Background: an optimization exercise with open tools, aiming at small area and a short achievable clock period. Do not read the settings as production practice.
No run shown here included a check of the RTL's function; only the layout flow was run.
Power figures rest on the tool's default switching activity, not on a simulated workload.

## flow/design.v (module list and top-level ports; edited modules follow where they fit)
// module mul8: 14 lines
// module mul16: 1100 lines
// module mul16_fa: 4 lines
// module mul16_cpa: 151 lines
// module mul16_fsum: 3 lines
// module mul16_fcar: 3 lines
// module mul16_xnor: 3 lines
module mul16(
    input clk,
    input logic[15:0] a,
    input logic[15:0] b,
    output logic[31:0] r
);
  // ...
==> flow/flow/run.sh <==
#!/bin/bash
set -uo pipefail
here=$(pwd)
export BUFFER_PORTS_ARGS="-buffer_cell sky130_fd_sc_hd__buf_4"
export PRE_RESIZE_TCL="$here/flow/outbuf.tcl"
bash standard.sh > standard.log 2>&1
==> flow/flow/outbuf.tcl <==
# Sourced by ORFS's resize.tcl before repair_design: the buffer that buffer_ports put on
# each output port becomes a sky130_fd_sc_hd__buf_1.
set n 0
foreach port [get_ports -filter "direction==output"] {
  set net [get_nets [get_full_name $port]]
  foreach pin [get_pins -of_objects $net -filter "direction==output"] {
    set inst [get_cells -of_objects $pin]
    if {[get_property $inst ref_name] eq "sky130_fd_sc_hd__buf_4"} {
      replace_cell $inst sky130_fd_sc_hd__buf_1
      incr n
    }
  }
}
puts "outbuf.tcl: $n output buffers made buf_1"
==> flow/standard.sh <==
#!/bin/bash
# synth_recipe.tcl (not shown) runs the flow's synth.tcl, then flattens the netlist and writes it again
# the make line also repeats each setting of config.mk as NAME=value (left out here)
make -C /OpenROAD-flow-scripts/flow DESIGN_CONFIG=/design/flow/config.mk WORK_HOME=/design/flow/orfs CLKGATE_MAP_FILE= SYNTH_SCRIPT=/design/flow/synth_recipe.tcl "${@:-finish}"
==> flow/config.mk <==
export PLATFORM = sky130hd
export DESIGN_NAME = mul16
export DESIGN_NICKNAME = mul16
export VERILOG_FILES = /design/flow/design.v
export SDC_FILE = /design/flow/constraint.sdc
export NUM_CORES = 4
export LEC_CHECK = 0
export CAP_MARGIN = 20
export CORE_MARGIN = 2
export CORE_UTILIZATION = 40
export CTS_BUF_LIST = sky130_fd_sc_hd__clkbuf_8
export CTS_CLUSTER_SIZE = 12
export SETUP_SLACK_MARGIN = 2.0
export SLEW_MARGIN = 20
export SYNTH_HIERARCHICAL = 1
export SYNTH_MINIMUM_KEEP_SIZE = 0
==> flow/constraint.sdc <==
create_clock -name core_clock -period 5.5 [get_ports {clk}]
set_input_delay 1.1000 -clock core_clock [delete_from_list [all_inputs] [get_ports {clk}]]
set_output_delay 1.1000 -clock core_clock [all_outputs]
set_load 0.01 [all_outputs]
==> flow_metrics.env, run 1 <==
export IMPL_multi_input_area_um2=6500
export IMPL_largest_reg_flops=66
export IMPL_diodes=0
export IMPL_ff2ff_path_depth=10
export IMPL_rr_endpoint="r[27]$_DFF_P_"
export IMPL_cap_violations=0
export IMPL_arrival_ps=3640
export IMPL_powerComb_uw=3570
export IMPL_cts_tree="built"
export IMPL_swShare_pct=42.0
export IMPL_n_all_buffers=64
export IMPL_core_area_um2=21700
export IMPL_finalCritPeriodShare_pct=61.1
export IMPL_p_seq_share_pct=23.3
export IMPL_cts_sinks=98
export IMPL_antenna_found_initial=0
export IMPL_cts_setup_buffers=0
export IMPL_die_w_um=152
export IMPL_maxSlewHeadroom_pct=72.0
export IMPL_track_usage_pct=18.0
export IMPL_crit_slowest_cell="fa_1"
export IMPL_power_density_nw_per_um2=561
export IMPL_numCtsBuffers=9
export IMPL_busiest_layer="met2"
export IMPL_syn_num_nets=1076
export IMPL_route_met3_wl_mm=1.38
export IMPL_path_buf_inv=1
export IMPL_outcome="finished clean"
export IMPL_regMostFlops="q"
export IMPL_nClkBuffers=9
==> module mul16_cpa, before the edit <==
module mul16_cpa(input [25:0] gi, input [25:0] pi, output [24:0] co);
    wire g0 = gi[0] | pi[0];
    wire p0 = pi[0];
    wire g1 = gi[1];
    wire p1 = pi[1];
    wire g2 = gi[2];
    wire p2 = pi[2];
    wire g3 = gi[3];
    wire p3 = pi[3];
    wire g4 = gi[4];
    wire p4 = pi[4];
    wire g5 = gi[5];
    wire p5 = pi[5];
    wire g6 = gi[6];
    wire p6 = pi[6];
    wire g7 = gi[7];
    wire p7 = pi[7];
    wire g8 = gi[8];
    wire p8 = pi[8];
    wire g9 = gi[9];
    wire p9 = pi[9];
    wire g10 = gi[10];
    wire p10 = pi[10];
    wire g11 = gi[11];
    wire p11 = pi[11];
    wire g12 = gi[12];
    wire p12 = pi[12];
    wire g13 = gi[13];
    wire p13 = pi[13];
    wire g14 = gi[14];
    wire p14 = pi[14];
    wire g15 = gi[15];
    wire p15 = pi[15];
    wire g16 = gi[16];
    wire p16 = pi[16];
    wire g17 = gi[17];
    wire p17 = pi[17];
    wire g18 = gi[18];
    wire p18 = pi[18];
    wire g19 = gi[19];
    wire p19 = pi[19];
    wire g20 = gi[20];
    wire p20 = pi[20];
    wire g21 = gi[21];
    wire p21 = pi[21];
    wire g22 = gi[22];
    wire p22 = pi[22];
    wire g23 = gi[23];
    wire p23 = pi[23];
    wire g24 = gi[24];
    wire p24 = pi[24];
    wire g25 = gi[25];
    wire p25 = pi[25];
    wire G1 = g1 | (p1 & g0);
    wire P1 = p1 & p0;
    wire G2 = g2 | (p2 & G1);
    wire P2 = p2 & P1;
    wire G3 = g4 | (p4 & g3);
    wire P3 = p4 & p3;
    wire G4 = g3 | (p3 & G2);
    wire P4 = p3 & P2;
    wire G5 = G3 | (P3 & G2);
    wire P5 = P3 & P2;
    wire G6 = g6 | (p6 & g5);
    wire P6 = p6 & p5;
    wire G7 = g7 | (p7 & G6);
    wire P7 = p7 & P6;
    wire G8 = g8 | (p8 & G7);
    wire P8 = p8 & P7;
    wire G9 = g5 | (p5 & G5);
    wire P9 = p5 & P5;
    wire G10 = G6 | (P6 & G5);
    wire P10 = P6 & P5;
    wire G11 = G7 | (P7 & G5);
    wire P11 = P7 & P5;
    wire G12 = G8 | (P8 & G5);
    wire P12 = P8 & P5;
    wire G13 = g10 | (p10 & g9);
    wire P13 = p10 & p9;
    wire G14 = g9 | (p9 & G12);
    wire P14 = p9 & P12;
    wire G15 = G13 | (P13 & G12);
    wire P15 = P13 & P12;
    wire G16 = g13 | (p13 & g12);
    wire P16 = p13 & p12;
    wire G17 = g12 | (p12 & g11);
    wire P17 = p12 & p11;
    wire G18 = G16 | (P16 & g11);
    wire P18 = P16 & p11;
    wire G19 = g11 | (p11 & G15);
    wire P19 = p11 & P15;
    wire G20 = G17 | (P17 & G15);
    wire P20 = P17 & P15;
    wire G21 = G18 | (P18 & G15);
    wire P21 = P18 & P15;
    wire G22 = g15 | (p15 & g14);
    wire P22 = p15 & p14;
    wire G23 = g16 | (p16 & G22);
    wire P23 = p16 & P22;
    wire G24 = g17 | (p17 & G23);
    wire P24 = p17 & P23;
    wire G25 = g18 | (p18 & G24);
    wire P25 = p18 & P24;
    wire G26 = g20 | (p20 & g19);
    wire P26 = p20 & p19;
    wire G27 = g21 | (p21 & G26);
    wire P27 = p21 & P26;
    wire G28 = g19 | (p19 & G25);
    wire P28 = p19 & P25;
    wire G29 = G26 | (P26 & G25);
    wire P29 = P26 & P25;
    wire G30 = G27 | (P27 & G25);
    wire P30 = P27 & P25;
    wire G31 = g23 | (p23 & g22);
    wire P31 = p23 & p22;
    wire G32 = g22 | (p22 & G30);
    wire P32 = p22 & P30;
    wire G33 = G31 | (P31 & G30);
    wire P33 = P31 & P30;
    wire G34 = g25 | (p25 & g24);
    wire P34 = p25 & p24;
    wire G35 = g24 | (p24 & G33);
    wire P35 = p24 & P33;
    wire G36 = G34 | (P34 & G33);
    wire P36 = P34 & P33;
    wire G37 = g14 | (p14 & G21);
    wire P37 = p14 & P21;
    wire G38 = G22 | (P22 & G21);
    wire P38 = P22 & P21;
    wire G39 = G23 | (P23 & G21);
    wire P39 = P23 & P21;
    wire G40 = G24 | (P24 & G21);
    wire P40 = P24 & P21;
    wire G41 = G25 | (P25 & G21);
    wire P41 = P25 & P21;
    wire G42 = G28 | (P28 & G21);
    wire P42 = P28 & P21;
    wire G43 = G29 | (P29 & G21);
    wire P43 = P29 & P21;
    wire G44 = G30 | (P30 & G21);
    wire P44 = P30 & P21;
    wire G45 = G32 | (P32 & G21);
    wire P45 = P32 & P21;
    wire G46 = G33 | (P33 & G21);
    wire P46 = P33 & P21;
    wire G47 = G35 | (P35 & G21);
    wire P47 = P35 & P21;
    wire G48 = G36 | (P36 & G21);
    wire P48 = P36 & P21;
    assign co = {G47, G46, G45, G44, G43, G42, G41, G40, G39, G38, G37, G21, G20, G19, G15, G14, G12, G11, G10, G9, G5, G4, G2, G1, g0};
endmodule
==> inputs of run 2 (changes only) <==
--- a/flow/design.v
+++ b/flow/design.v
@@ -551,18 +551,18 @@
     wire q449 = q[58];
     wire q450 = q[59];
     wire q451 = q[60];
     wire q452 = q[61];
     wire q453 = q[62];
     wire q454 = q[63];
     wire q455 = q[64];
     wire q456 = q[65];
-    wire [31:0] xn = {1'b1, q455, q453, q451, q449, q447, q445, q443, q442, c494, c492, c490, s489, s487, c482, s481, c474, s473, s469, s467, s465, s463, s461, s459, q401, q397, q396, q395, q394, q393, q392, q391};
-    wire [31:0] yn = {1'b1, q456, q454, q452, q450, q448, q446, q444, c496, s495, s493, s491, c488, c486, s485, c478, s477, s471, c468, c466, c464, c462, c460, c458, s457, q398, 1'b1, 1'b1, 1'b1, 1'b1, 1'b1, 1'b1};
+    wire [31:0] xn = {1'b1, q455, q453, q451, q449, q447, q445, q443, q442, c494, c492, c490, s489, s487, c482, s481, c474, s471, s469, s467, s465, s463, s461, s459, q401, q397, q396, q395, q394, q393, q392, q391};
+    wire [31:0] yn = {1'b1, q456, q454, q452, q450, q448, q446, q444, c496, s495, s493, s491, c488, c486, s485, c478, s477, s473, c468, c466, c464, c462, c460, c458, s457, q398, 1'b1, 1'b1, 1'b1, 1'b1, 1'b1, 1'b1};
     assign pp0_0 = ~(a[0] & b[0]);
     assign pp0_1 = ~(a[0] & b[1]);
     assign pp0_2 = ~(a[0] & b[2]);
     assign pp0_3 = ~(a[0] & b[3]);
     assign pp0_4 = ~(a[0] & b[4]);
     assign pp0_5 = ~(a[0] & b[5]);
     assign pp0_6 = ~(a[0] & b[6]);
     assign pp0_7 = ~(a[0] & b[7]);
@@ -1029,32 +1029,42 @@
     mul16_xnor us463 (.x(q406), .y(q407), .s(s463));
     assign c464 = q406 | q407;
     mul16_xnor us465 (.x(q408), .y(q409), .s(s465));
     assign c466 = q408 | q409;
     mul16_xnor us467 (.x(q410), .y(q411), .s(s467));
     assign c468 = q410 | q411;
     mul16_xnor us469 (.x(q412), .y(q413), .s(s469));
     assign c470 = q412 | q413;
-    mul16_fa us471 (.x(q414), .y(q415), .z(q416), .s(s471), .c(c472));
+    mul16_fsum us471 (.x(q414), .y(q415), .z(q416), .s(s471));
+    mul16_fcar uc472 (.x(q414), .y(q415), .z(q416), .c(c472));
     mul16_xnor us473 (.x(q417), .y(c470), .s(s473));
     assign c474 = q417 | c470;
-    mul16_fa us475 (.x(q418), .y(q419), .z(q420), .s(s475), .c(c476));
+    mul16_fsum us475 (.x(q418), .y(q419), .z(q420), .s(s475));
+    mul16_fcar uc476 (.x(q418), .y(q419), .z(q420), .c(c476));
     mul16_xnor us477 (.x(c472), .y(s475), .s(s477));
     assign c478 = c472 | s475;
-    mul16_fa us479 (.x(q421), .y(q422), .z(q423), .s(s479), .c(c480));
+    mul16_fsum us479 (.x(q421), .y(q422), .z(q423), .s(s479));
+    mul16_fcar uc480 (.x(q421), .y(q422), .z(q423), .c(c480));
     mul16_xnor us481 (.x(c476), .y(s479), .s(s481));
     assign c482 = c476 | s479;
-    mul16_fa us483 (.x(q424), .y(q425), .z(q426), .s(s483), .c(c484));
-    mul16_fa us485 (.x(q427), .y(c480), .z(s483), .s(s485), .c(c486));
-    mul16_fa us487 (.x(q428), .y(q429), .z(c484), .s(s487), .c(c488));
-    mul16_fa us489 (.x(q430), .y(q431), .z(q432), .s(s489), .c(c490));
-    mul16_fa us491 (.x(q433), .y(q434), .z(q435), .s(s491), .c(c492));
-    mul16_fa us493 (.x(q436), .y(q437), .z(q438), .s(s493), .c(c494));
-    mul16_fa us495 (.x(q439), .y(q440), .z(q441), .s(s495), .c(c496));
+    mul16_fsum us483 (.x(q424), .y(q425), .z(q426), .s(s483));
+    mul16_fcar uc484 (.x(q424), .y(q425), .z(q426), .c(c484));
+    mul16_fsum us485 (.x(q427), .y(c480), .z(s483), .s(s485));
+    mul16_fcar uc486 (.x(q427), .y(c480), .z(s483), .c(c486));
+    mul16_fsum us487 (.x(q428), .y(q429), .z(c484), .s(s487));
+    mul16_fcar uc488 (.x(q428), .y(q429), .z(c484), .c(c488));
+    mul16_fsum us489 (.x(q430), .y(q431), .z(q432), .s(s489));
+    mul16_fcar uc490 (.x(q430), .y(q431), .z(q432), .c(c490));
+    mul16_fsum us491 (.x(q433), .y(q434), .z(q435), .s(s491));
+    mul16_fcar uc492 (.x(q433), .y(q434), .z(q435), .c(c492));
+    mul16_fsum us493 (.x(q436), .y(q437), .z(q438), .s(s493));
+    mul16_fcar uc494 (.x(q436), .y(q437), .z(q438), .c(c494));
+    mul16_fsum us495 (.x(q439), .y(q440), .z(q441), .s(s495));
+    mul16_fcar uc496 (.x(q439), .y(q440), .z(q441), .c(c496));
     wire [25:0] cg, cp, cs;
     assign cg[0] = xn[6] & yn[6];
     assign cp[0] = xn[6] ^ yn[6];
     assign cg[1] = xn[7] & yn[7];
     assign cp[1] = xn[7] ^ yn[7];
     assign cg[2] = xn[8] & yn[8];
     assign cp[2] = xn[8] ^ yn[8];
     assign cg[3] = xn[9] & yn[9];
@@ -1170,107 +1180,97 @@
     wire g25 = gi[25];
     wire p25 = pi[25];
     wire G1 = g1 | (p1 & g0);
     wire P1 = p1 & p0;
     wire G2 = g2 | (p2 & G1);
     wire P2 = p2 & P1;
     wire G3 = g4 | (p4 & g3);
     wire P3 = p4 & p3;
-    wire G4 = g3 | (p3 & G2);
-    wire P4 = p3 & P2;
-    wire G5 = G3 | (P3 & G2);
-    wire P5 = P3 & P2;
-    wire G6 = g6 | (p6 & g5);
-    wire P6 = p6 & p5;
-    wire G7 = g7 | (p7 & G6);
-    wire P7 = p7 & P6;
-    wire G8 = g8 | (p8 & G7);
-    wire P8 = p8 & P7;
-    wire G9 = g5 | (p5 & G5);
-    wire P9 = p5 & P5;
-    wire G10 = G6 | (P6 & G5);
-    wire P10 = P6 & P5;
-    wire G11 = G7 | (P7 & G5);
-    wire P11 = P7 & P5;
-    wire G12 = G8 | (P8 & G5);
-    wire P12 = P8 & P5;
-    wire G13 = g10 | (p10 & g9);
-    wire P13 = p10 & p9;
-    wire G14 = g9 | (p9 & G12);
-    wire P14 = p9 & P12;
-    wire G15 = G13 | (P13 & G12);
-    wire P15 = P13 & P12;
-    wire G16 = g13 | (p13 & g12);
-    wire P16 = p13 & p12;
-    wire G17 = g12 | (p12 & g11);
-    wire P17 = p12 & p11;
-    wire G18 = G16 | (P16 & g11);
-    wire P18 = P16 & p11;
-    wire G19 = g11 | (p11 & G15);
-    wire P19 = p11 & P15;
-    wire G20 = G17 | (P17 & G15);
-    wire P20 = P17 & P15;
-    wire G21 = G18 | (P18 & G15);
-    wire P21 = P18 & P15;
-    wire G22 = g15 | (p15 & g14);
-    wire P22 = p15 & p14;
-    wire G23 = g16 | (p16 & G22);
-    wire P23 = p16 & P22;
-    wire G24 = g17 | (p17 & G23);
-    wire P24 = p17 & P23;
-    wire G25 = g18 | (p18 & G24);
-    wire P25 = p18 & P24;
-    wire G26 = g20 | (p20 & g19);
-    wire P26 = p20 & p19;
-    wire G27 = g21 | (p21 & G26);
-    wire P27 = p21 & P26;
-    wire G28 = g19 | (p19 & G25);
-    wire P28 = p19 & P25;
-    wire G29 = G26 | (P26 & G25);
-    wire P29 = P26 & P25;
-    wire G30 = G27 | (P27 & G25);
-    wire P30 = P27 & P25;
-    wire G31 = g23 | (p23 & g22);
-    wire P31 = p23 & p22;
-    wire G32 = g22 | (p22 & G30);
-    wire P32 = p22 & P30;
-    wire G33 = G31 | (P31 & G30);
-    wire P33 = P31 & P30;
-    wire G34 = g25 | (p25 & g24);
-    wire P34 = p25 & p24;
-    wire G35 = g24 | (p24 & G33);
-    wire P35 = p24 & P33;
-    wire G36 = G34 | (P34 & G33);
-    wire P36 = P34 & P33;
-    wire G37 = g14 | (p14 & G21);
-    wire P37 = p14 & P21;
-    wire G38 = G22 | (P22 & G21);
-    wire P38 = P22 & P21;
-    wire G39 = G23 | (P23 & G21);
-    wire P39 = P23 & P21;
-    wire G40 = G24 | (P24 & G21);
-    wire P40 = P24 & P21;
-    wire G41 = G25 | (P25 & G21);
-    wire P41 = P25 & P21;
-    wire G42 = G28 | (P28 & G21);
-    wire P42 = P28 & P21;
-    wire G43 = G29 | (P29 & G21);
-    wire P43 = P29 & P21;
-    wire G44 = G30 | (P30 & G21);
-    wire P44 = P30 & P21;
-    wire G45 = G32 | (P32 & G21);
-    wire P45 = P32 & P21;
-    wire G46 = G33 | (P33 & G21);
-    wire P46 = P33 & P21;
-    wire G47 = G35 | (P35 & G21);
-    wire P47 = P35 & P21;
-    wire G48 = G36 | (P36 & G21);
-    wire P48 = P36 & P21;
-    assign co = {G47, G46, G45, G44, G43, G42, G41, G40, G39, G38, G37, G21, G20, G19, G15, G14, G12, G11, G10, G9, G5, G4, G2, G1, g0};
+    wire G4 = g5 | (p5 & G3);
+    wire P4 = p5 & P3;
+    wire G5 = g3 | (p3 & G2);
+    wire P5 = p3 & P2;
+    wire G6 = G3 | (P3 & G2);
+    wire P6 = P3 & P2;
+    wire G7 = G4 | (P4 & G2);
+    wire P7 = P4 & P2;
+    wire G8 = g7 | (p7 & g6);
+    wire P8 = p7 & p6;
+    wire G9 = g8 | (p8 & G8);
+    wire P9 = p8 & P8;
+    wire G10 = g9 | (p9 & G9);
+    wire P10 = p9 & P9;
+    wire G11 = g6 | (p6 & G7);
+    wire P11 = p6 & P7;
+    wire G12 = G8 | (P8 & G7);
+    wire P12 = P8 & P7;
+    wire G13 = G9 | (P9 & G7);
+    wire P13 = P9 & P7;
+    wire G14 = G10 | (P10 & G7);
+    wire P14 = P10 & P7;
+    wire G15 = g11 | (p11 & g10);
+    wire P15 = p11 & p10;
+    wire G16 = g12 | (p12 & G15);
+    wire P16 = p12 & P15;
+    wire G17 = g10 | (p10 & G14);
+    wire P17 = p10 & P14;
+    wire G18 = G15 | (P15 & G14);
+    wire P18 = P15 & P14;
+    wire G19 = G16 | (P16 & G14);
+    wire P19 = P16 & P14;
+    wire G20 = g14 | (p14 & g13);
+    wire P20 = p14 & p13;
+    wire G21 = g15 | (p15 & G20);
+    wire P21 = p15 & P20;
+    wire G22 = g16 | (p16 & G21);
+    wire P22 = p16 & P21;
+    wire G23 = g13 | (p13 & G19);
+    wire P23 = p13 & P19;
+    wire G24 = G20 | (P20 & G19);
+    wire P24 = P20 & P19;
+    wire G25 = G21 | (P21 & G19);
+    wire P25 = P21 & P19;
+    wire G26 = G22 | (P22 & G19);
+    wire P26 = P22 & P19;
+    wire G27 = g18 | (p18 & g17);
+    wire P27 = p18 & p17;
+    wire G28 = g19 | (p19 & G27);
+    wire P28 = p19 & P27;
+    wire G29 = g20 | (p20 & G28);
+    wire P29 = p20 & P28;
+    wire G30 = g21 | (p21 & G29);
+    wire P30 = p21 & P29;
+    wire G31 = g22 | (p22 & G30);
+    wire P31 = p22 & P30;
+    wire G32 = g23 | (p23 & G31);
+    wire P32 = p23 & P31;
+    wire G33 = g24 | (p24 & G32);
+    wire P33 = p24 & P32;
+    wire G34 = g25 | (p25 & G33);
+    wire P34 = p25 & P33;
+    wire G35 = g17 | (p17 & G26);
+    wire P35 = p17 & P26;
+    wire G36 = G27 | (P27 & G26);
+    wire P36 = P27 & P26;
+    wire G37 = G28 | (P28 & G26);
+    wire P37 = P28 & P26;
+    wire G38 = G29 | (P29 & G26);
+    wire P38 = P29 & P26;
+    wire G39 = G30 | (P30 & G26);
+    wire P39 = P30 & P26;
+    wire G40 = G31 | (P31 & G26);
+    wire P40 = P31 & P26;
+    wire G41 = G32 | (P32 & G26);
+    wire P41 = P32 & P26;
+    wire G42 = G33 | (P33 & G26);
+    wire P42 = P33 & P26;
+    wire G43 = G34 | (P34 & G26);
+    wire P43 = P34 & P26;
+    assign co = {G42, G41, G40, G39, G38, G37, G36, G35, G26, G25, G24, G23, G19, G18, G17, G14, G13, G12, G11, G7, G6, G5, G2, G1, g0};
 endmodule
 module mul16_fsum(input x, input y, input z, output s);
     assign s = (x ^ y) ^ z;
 endmodule
 module mul16_fcar(input x, input y, input z, output c);
     assign c = (x & y) | (z & (x | y));
 endmodule
 module mul16_xnor(input x, input y, output s);
==> run 2 against run 1 <==
Net effect:
- flip-flop and latch count did not move
- critical path depth rose by 6
- die area rose by 0.58%
- global-route usage rose by 0.61 points
- setup slack got worse by 4.5 ps
- count of clock-buffer cells in the layout did not move
- sequential share of layout area fell by 0.20 points
- register-to-register slack got worse by 360 ps
- clock power fell by 3%
- largest cell class unchanged
- highest routed layer unchanged
==> flow_metrics.env, run 2 <==
export IMPL_avgViaCountPerCell=5.16
export IMPL_floorplan_rows=54
export IMPL_post_route_util_pct=43.7
export IMPL_cts_tree="built"
export IMPL_p_leak_uw=0.00351
export IMPL_drc=0
export IMPL_first_pass_iters=5
export IMPL_crit_required_ps=5840
export IMPL_clockRootBuffer="clkbuf_8"
export IMPL_final_common_cell="nand2_1"
export IMPL_min_path_type="flip-flop to flip-flop"
export IMPL_endpoint_kind="flip-flop"
export IMPL_start_kind="flip-flop"
export IMPL_htree_levels=3
export IMPL_arrival_ps=3700
export IMPL_clk_pin_slew_ps=100
export IMPL_regMostFlops="q"
export IMPL_critPathKind="flip-flop to flip-flop"
export IMPL_ir_drop_v=0.000322
export IMPL_power_density_nw_per_um2=573
export IMPL_path_max_fanout=4
export IMPL_io_buffers=64
export IMPL_most_common_layout_cells="nand2_1 (252), fa_1 (122), dfxtp_1 (98)"
export IMPL_nets=1039
export IMPL_synth_warnings=7
export IMPL_hold_violations=0
export IMPL_clk_latency_ps=410
export IMPL_syn_num_nets=1050
export IMPL_initialDrtViolationCount=320
export IMPL_start_util_pct=40.7
export IMPL_io_pins=65
export IMPL_core_area_um2=21800
export IMPL_hpwl_mm=15.0
export IMPL_finalCriticalPeriod_ps=3360
export IMPL_die_w_um=153
export IMPL_drive_gt1_share_pct=19.6
export IMPL_wl_per_cell_um=19.0
export IMPL_grt_overflow_total=0
export IMPL_cap_violations=0
export IMPL_cts_sinks=98
export IMPL_avgSynthCellArea_um2=11.0
export IMPL_maxSlewHeadroom_pct=46.2
export IMPL_skew_ps=19.1
export IMPL_worst_pin_slew_ps=802
export IMPL_routed_wl_mm=20.6
export IMPL_vias=5585
export IMPL_rsz0062_at_grt="false"
export IMPL_n_fill_cell=2085
export IMPL_timing_hold_ws_ps=366
export IMPL_tns_ps=0
export IMPL_cts_path_max_buffers=2
export IMPL_ff2ff_path_depth=13
export IMPL_antenna_found_initial=0
export IMPL_numCtsBuffers=9
export IMPL_ant_nets=0
export IMPL_grt_pass1_wl_mm=33.6
export IMPL_track_usage_pct=18.6
export IMPL_fmax_ghz=0.297
export IMPL_dieArea_um2=23300
export IMPL_syn_area_um2=8860
export IMPL_first_global_vias=6127
export IMPL_outcome="finished clean"
export IMPL_hold_depth=1
export IMPL_cts_hold_buf=0
export IMPL_synthCells=808
export IMPL_diodes=0
export IMPL_gp_congestion=0.861
export IMPL_die_y_um=153
export IMPL_reg_largest_list="q: 66 flops, r: 32 flops"
export IMPL_finalCritPeriodShare_pct=61.2
export IMPL_slew_violations=0
export IMPL_largest_reg_flops=66
export IMPL_syn_to_final_growth_pct=7.35
export IMPL_grt_max_degree=19
export IMPL_setup_violations_final=0
## run 2: repair_timing
item	CTS	global route
pin swaps	0	2
cloned	0	0
setup buffers	0	3
endpoints found under the setup margin	3	3
resized for setup	1	4
## run 2: power breakdown
part | switching, uW | internal (uW) | total, uW
clock | 294 | 172 | 466
combinational | 1780 | 1940 | 3720
sequential | 150 | 1110 | 1260
total | 2230 | 3220 | 5450
## run 2: metal layers
layer	track usage, %	part of all wire [%]
met5	0	0
met4	5.91	2.2
met3	4.29	7.5
met2	29.1	46
met1	26.0	44
## run 2: layout make-up
type | instances | area [um^2] | share of cell area (%)
clock buffer | 9 | 124 | 1.30
multi-input combinational | 612 | 6600 | 69.4
sequential | 98 | 1960 | 20.6
timing repair buffer | 67 | 383 | 4.03
inverter | 9 | 33.8 | 0.355
clock inverter | 7 | 57.6 | 0.605
tap | 280 | 350 | 3.68
## run 2: path summary, 6_finish.rpt
check	startpoint	endpoint	slack, ps
min reg2reg	q[1]$_DFF_P_	r[1]$_DFF_P_	370
max	q[34]$_DFF_P_	r[30]$_DFF_P_	2140
max reg2reg	q[34]$_DFF_P_	r[30]$_DFF_P_	2140
min	q[1]$_DFF_P_	r[1]$_DFF_P_	370
## run 2: worst max-delay path, stage by stage, from the launching register on
cell      delay (ps)
dfxtp_1          350
xor3_1           450
maj3_2           320
ha_1             350
and3_4           210
nand2_1           80
nor4b_4          280
a21oi_2           80
buf_4            170
a311oi_4         450
o41ai_2          120
buf_4            160
o21bai_1         140
xnor2_1          130
## run 2: metrics by stage
stage	std cells	worst slack, ps	cell area [um^2]	power (uW)
2_1_floorplan	808	1920	9490	4670
3_3_place_gp	1063	1800	9390	4950
3_5_place_dp	1063	1760	9270	4900
4_1_cts	1079	2080	9450	5400
5_1_grt	1082	1950	9510	6000
6_report	1082	2140	9510	5450

-- what the ideal ports hide --
The results above use ideal ports. As a check the final layouts listed here were re-extracted and re-timed, cells and wires unchanged.
Step 1 sets driving cells, clkbuf_16 on the clock port and buf_2 on the other inputs (assumed; they add their load-dependent delay and slew).
Step 2 times the ports against the registers' clock, not the clock port: input delays grow and output delays shrink by t, the midpoint of the rising clock arrivals with the driver on.
Three values: ideal ports, drivers, drivers and shift; two values: the first two.
run | shift t [ns] | setup WS [ns] | hold slack, ns | worst setup path after step 2 | pins driven straight from the clock port
run 1 | 0.420 | 2.140 / 2.153 / 1.733 | 0.365 / 0.365 / 0.365 | input to register | 1
run 2 | 0.440 | 2.135 / 2.135 / 1.766 | 0.366 / 0.366 / 0.366 | input to register | 1
After both steps every run listed still meets setup and hold. For run 1, which loses most, drivers alone change the setup slack by +0.013 ns; drivers and shift together by -0.407 ns.
